From an optimization exercise on the open Yosys and OpenROAD flow, aimed at small area, a short achievable clock period and few clock cycles per item; shortcuts taken in it are not production practice.
Only simulation tests tie the RTL to the original design; equivalence was not proved.

## P
==> flow/design.v (excerpt) <==
module sha128_simple (
    input  wire         CLK,
    input  wire [15:0]  DATA_IN,
    input  wire         RESET,
    input  wire         START,
    output wire         READY,
    output wire [127:0] DATA_OUT
);
For scale: ~3700 cells after synthesis, ~150 I/O pins.
==> flow/config.mk <==
export PLATFORM = sky130hd
export DESIGN_NAME = sha128_simple
export DESIGN_NICKNAME = sha128_simple
export VERILOG_FILES = /design/flow/design.v
export SDC_FILE = /design/flow/constraint.sdc
export NUM_CORES = 4
export LEC_CHECK = 0
export CAP_MARGIN = 20
export CORE_MARGIN = 2
export CORE_UTILIZATION = 40
export PLACE_DENSITY = 0.6
export SLEW_MARGIN = 20
==> flow/constraint.sdc <==
create_clock -name core_clock -period 13.0 [get_ports {CLK}]
set_input_delay 2.6000 -clock core_clock [delete_from_list [all_inputs] [get_ports {CLK}]]
set_output_delay 2.6000 -clock core_clock [all_outputs]
set_load 0.01 [all_outputs]
standard.sh (not shown) runs the stock make flow with config.mk's settings and CLKGATE_MAP_FILE= SYNTH_SCRIPT=/design/flow/synth_recipe.tcl, a recipe that flattens the netlist after the stock synthesis.
==> flow/flow/run.sh <==
#!/bin/bash
set -euo pipefail
export SYNTH_ARGS=-noabc
export BUFFER_PORTS_ARGS="-buffer_cell sky130_fd_sc_hd__buf_2"
export CTS_ARGS="-sink_clustering_enable -repair_clock_nets -dont_use_dummy_load -buf_list sky130_fd_sc_hd__clkbuf_8"
export SETUP_SLACK_MARGIN=${MARGIN:-8.8}
bash standard.sh > standard_flow.log 2>&1
Testbench counts of P, summed over its fixed seeds: cycles 16,384, hashes 256.
For Q, these inputs were changed with respect to P:
==> flow/flow/run.sh <==
#!/bin/bash
set -euo pipefail
export SYNTH_ARGS=-noabc
export BUFFER_PORTS_ARGS="-buffer_cell sky130_fd_sc_hd__buf_2"
export CTS_ARGS="-sink_clustering_enable -repair_clock_nets -dont_use_dummy_load -buf_list sky130_fd_sc_hd__clkbuf_8"
export SETUP_SLACK_MARGIN=${MARGIN:-8.5}
bash standard.sh > standard_flow.log 2>&1
### Flow results
Of the two values seen for highest-delay cell along the critical path, sky130_fd_sc_hd__dfstp_4 was produced by Q and sky130_fd_sc_hd__dfstp_2 by P.
[compare] base=P new=Q: routed wirelength normalized by instance count lower; path length in cells of the critical path has increased; share of final layout cell area taken by clock buffers and inverters up 0.19 points; layout multi-input combinational cell count held steady.
Between Q and P, the clock buffer count is higher for Q.
Q has completed all stages; timing, DRC and antenna checks passed.
Q vs P: pin count of the biggest net entering global routing up
Compared with P, in Q area occupied by registers shrank by 95 um2; aggregate global-route resource usage fell 0.83 points.
Side by side, final critical delay including setup and external delays turned out higher in Q than in P.
## Diff of input files: R against Q
==> flow/flow/run.sh <==
#!/bin/bash
set -euo pipefail
export SYNTH_ARGS=-noabc
export SETUP_SLACK_MARGIN=${MARGIN:-8.5}
bash standard.sh > standard_flow.log 2>&1
Findings:
In the metrics for Q and R, the one carrying the lower achievable clock frequency is R.
Delta (R minus Q): final instance area now sits higher; routing usage on met1 now sits higher; total wirelength of the detailed-routed design now sits higher.
Against Q, R comes in 5.1 points higher on post-synthesis to final-layout area growth.
Against Q, half-perimeter wire length after detailed placement in R rose slightly.


== nickel ==
Another version of the RTL of sha128_simple (not shown whole).
Size: roughly 4200 cells after synthesis, roughly 810 flip-flops, ~150 I/O pins, ~41000 um2 of cells after synthesis.
## sha128_simple
module sha128_simple (
    input  wire         CLK,
    input  wire [15:0]  DATA_IN,
    input  wire         RESET,
    input  wire         START,
    output wire         READY,
    output wire [127:0] DATA_OUT
);
Settings: LEC_CHECK=0, CAP_MARGIN=20, CORE_MARGIN=2, CORE_UTILIZATION=40, PLACE_DENSITY=0.6, SLEW_MARGIN=20; clock period 13.0 ns.
==> flow/flow/run.sh <==
#!/bin/bash
set -euo pipefail
export SETUP_SLACK_MARGIN=${MARGIN:-9.5}
bash standard.sh > standard_flow.log 2>&1
Testbench counts of nickel, summed over its fixed seeds: cycles 16,384, hashes 256.
[inputs] harbor vs nickel
- a change of CORE_UTILIZATION from 40 to 65
- a change of PLACE_DENSITY from 0.6 to 0.8
==> flow/run.sh (new file) <==
#!/bin/bash
# synth_recipe.tcl (not shown) runs the flow's synth.tcl, then flattens the netlist and writes it again
# the make line also repeats each setting of config.mk as NAME=value (left out here)
make -C /OpenROAD-flow-scripts/flow DESIGN_CONFIG=/design/flow/config.mk WORK_HOME=/design/flow/orfs CLKGATE_MAP_FILE= SYNTH_SCRIPT=/design/flow/synth_recipe.tcl finish
removed: flow/flow/run.sh
removed: flow/standard.sh
Results
Min number of antenna violations at the first check in global routing across nickel and harbor: nickel. Critical path depth was lower in nickel than in harbor. harbor: full flow OK, the timing, design-rule and antenna checks passed.
Changes in willow relative to harbor:
- swapping 0.8 for 0.6 in PLACE_DENSITY
- swapping 65 for 40 in CORE_UTILIZATION
## What came out
- Compared with harbor, in willow count of inserted tapcells climbed about 60%, share of the core filled with cells dropped 27 points, slew at the pin closest to its max-slew limit dropped 0.028 ns, design area climbed 710 um2.
- Between willow and harbor, starting density of the core is lower for willow, harbor comes in above that.
- Launching instance or port of the critical path: sha256_comp.e[1] -> harbor, sha256_comp.e[8] -> willow
- Cell count of the worst reg-to-reg path: higher on harbor
diff inputs: willow => amber
==> flow/flow/run.sh (new file) <==
#!/bin/bash
set -euo pipefail
export SYNTH_ARGS=-noabc
export SETUP_SLACK_MARGIN=${MARGIN:-9.5}
bash standard.sh > standard_flow.log 2>&1
==> flow/standard.sh (new file) <==
#!/bin/bash
# synth_recipe.tcl (not shown) runs the flow's synth.tcl, then flattens the netlist and writes it again
# the make line also repeats each setting of config.mk as NAME=value (left out here)
make -C /OpenROAD-flow-scripts/flow DESIGN_CONFIG=/design/flow/config.mk WORK_HOME=/design/flow/orfs CLKGATE_MAP_FILE= SYNTH_SCRIPT=/design/flow/synth_recipe.tcl "${@:-finish}"
removed: flow/run.sh
Results
- Number of global-route vias before repair grows by a few percent when moving from willow to amber.
- amber ran to completion and came out clean on the timing, design-rule and antenna checks.
- For the simple-gate portion of the synthesized area, amber came in 0.28 points higher than willow did.
- The higher net count after synthesis of willow and amber is in willow.
- amber vs willow, post-route clock period utilization went down by 5.7 points.
- Initial antenna violation count came out exactly the same in willow and amber.
- On total routed wirelength, willow beats amber.
Setup changes, amber to zinc
==> flow/flow/run.sh <==
#!/bin/bash
set -euo pipefail
export SETUP_SLACK_MARGIN=${MARGIN:-8}
bash standard.sh > standard_flow.log 2>&1
## What came out
zinc went all the way through the flow, and no timing, DRC or antenna check failed. Looking at number of filler cells placed in the layout, zinc sits 14% higher than amber does. amber vs zinc, start point of the critical path: sha256_comp.e[2] vs sha256_comp.e[8]. zinc against amber: clock skew -0.0088 ns.


sha128_simple, a different RTL version from the one above (not shown whole).
For scale: about 3700 cells after synthesis, ~870 flip-flops, ~0.040 mm² of cells after synthesis.
==> flow/config.mk <==
export PLATFORM = sky130hd
export DESIGN_NAME = sha128_simple
export DESIGN_NICKNAME = sha128_simple
export VERILOG_FILES = /design/flow/design.v
export SDC_FILE = /design/flow/constraint.sdc
export NUM_CORES = 4
export LEC_CHECK = 0
export CAP_MARGIN = 20
export CORE_MARGIN = 2
export CORE_UTILIZATION = 40
export PLACE_DENSITY = 0.6
export SLEW_MARGIN = 20
==> flow/constraint.sdc <==
create_clock -name core_clock -period 13.0 [get_ports {CLK}]
set_input_delay 2.6000 -clock core_clock [delete_from_list [all_inputs] [get_ports {CLK}]]
set_output_delay 2.6000 -clock core_clock [all_outputs]
set_load 0.01 [all_outputs]
==> flow/flow/run.sh <==
#!/bin/bash
set -euo pipefail
export SYNTH_ARGS=-noabc
export BUFFER_PORTS_ARGS="-buffer_cell sky130_fd_sc_hd__buf_2"
export CTS_ARGS="-sink_clustering_enable -repair_clock_nets -dont_use_dummy_load -buf_list sky130_fd_sc_hd__clkbuf_8 -sink_clustering_size 12 -sink_clustering_max_diameter 60"
export SETUP_SLACK_MARGIN=${MARGIN:-8.9}
bash standard.sh > standard_flow.log 2>&1
The starting point completed with no timing, DRC or antenna violations.
Testbench counts at the start, summed over its fixed seeds: cycles 16,384, hashes 256.
Change:
==> flow/flow/run.sh (replaced) <==
#!/bin/bash
set -euo pipefail
export SYNTH_ARGS=-noabc
export BUFFER_PORTS_ARGS="-buffer_cell sky130_fd_sc_hd__buf_2"
export CTS_ARGS="-sink_clustering_enable -repair_clock_nets -dont_use_dummy_load -buf_list sky130_fd_sc_hd__clkbuf_8 -sink_clustering_size 16 -sink_clustering_max_diameter 80"
export SETUP_SLACK_MARGIN=${MARGIN:-8.7}
bash standard.sh > standard_flow.log 2>&1
- The changed run ran to the end with no violations
- fmax is lower slightly
- final cell count drops slightly
- die area stays the same
- clock skew stays flat
- cell area shrinks by a few percent
- non-clock buffer count is lower by 71
- setup slack degrades by 25 ps
Change:
==> flow/flow/run.sh (replaced) <==
#!/bin/bash
set -euo pipefail
export SYNTH_ARGS=-noabc
export BUFFER_PORTS_ARGS="-buffer_cell sky130_fd_sc_hd__buf_2"
export CTS_ARGS="-sink_clustering_enable -repair_clock_nets -dont_use_dummy_load -buf_list sky130_fd_sc_hd__clkbuf_8 -sink_clustering_size 12 -sink_clustering_max_diameter 60"
export SETUP_SLACK_MARGIN=${MARGIN:-8.6}
bash standard.sh > standard_flow.log 2>&1
What happened: Global-route usage hardly moves. Non-clock buffer count shrinks by 35. Setup slack improves by 17 ps. Die area does not change. Count of clock-buffer cells in the layout grows by 23. Cell area shrinks by 0.75%. Core utilization shrinks by 0.33 points.
Change:
==> flow/flow/run.sh (replaced) <==
#!/bin/bash
set -euo pipefail
export SYNTH_ARGS=-noabc
export BUFFER_PORTS_ARGS="-buffer_cell sky130_fd_sc_hd__buf_2"
export CTS_ARGS="-sink_clustering_enable -repair_clock_nets -dont_use_dummy_load -buf_list sky130_fd_sc_hd__clkbuf_8 -sink_clustering_size 12 -sink_clustering_max_diameter 60"
export SETUP_SLACK_MARGIN=${MARGIN:-8.7}
bash standard.sh > standard_flow.log 2>&1
- CORE_UTILIZATION: 40 -> 55
- PLACE_DENSITY: 0.6 -> 0.7
=> Core utilization climbs by 17 points. Critical path depth stays the same. Via count climbs by a few percent. Synthesized area is unchanged. Worst setup slack is better by 36 ps.

## static timing again, ports no longer ideal
The results above use ideal ports. As a check the final layouts listed here were re-extracted and re-timed, cells and wires unchanged.
Step 1: set_driving_cell puts a clkbuf_16 on CLK and a buf_2 on each other input, an assumption about the parent block.
Step 2, shift: input delay + t, output delay - t, t = (earliest + latest rising clock arrival at the registers) / 2. This alone moves slack from input paths to output paths.
Slacks: ideal / step 1 / step 2; pairs: ideal / step 1.
| run | t (ns) | slack for setup (ns) | worst setup path at the end | worst data-port slew with drivers (ns) | cell pins on the clock port's net |
|---|---|---|---|---|---|
| P | 0.845 | 8.572 / 8.532 / 8.355 | input to register | 0.08 | 1 |
| Q | 0.830 | 8.539 / 8.524 / 8.281 | input to register | 0.11 | 1 |
| R | 0.731 | 8.506 / 8.440 / 8.116 | input to register | 0.13 | 1 |
| nickel | 0.738 | 8.070 / 8.070 / 7.867 | input to register | 0.04 | 1 |
| harbor | 0.720 | 7.242 / 7.242 / 7.242 | register to register | 0.04 | 1 |
| willow | 0.709 | 7.240 / 7.240 / 7.240 | register to register | 0.04 | 1 |
| amber | 0.744 | 7.978 / 7.978 / 7.668 | input to register | 0.08 | 1 |
| zinc | 0.720 | 8.075 / 8.075 / 7.665 | input to register | 0.03 | 1 |
| the first run of note 3 | 0.761 | 8.732 / 8.732 / 8.445 | input to register | 0.09 | 1 |
| the second run of note 3 | 0.746 | 8.707 / 8.702 / 8.275 | input to register | 0.11 | 1 |
| the third run of note 3 | 0.792 | 8.724 / 8.661 / 8.346 | input to register | 0.10 | 1 |
| the fourth run of note 3 | 0.732 | 8.760 / 8.760 / 8.296 | input to register | 0.10 | 1 |
After both steps every run listed still meets setup and hold. For the fourth run of note 3, which loses most, drivers alone change the setup slack by 0.000 ns; drivers and shift together by -0.464 ns.
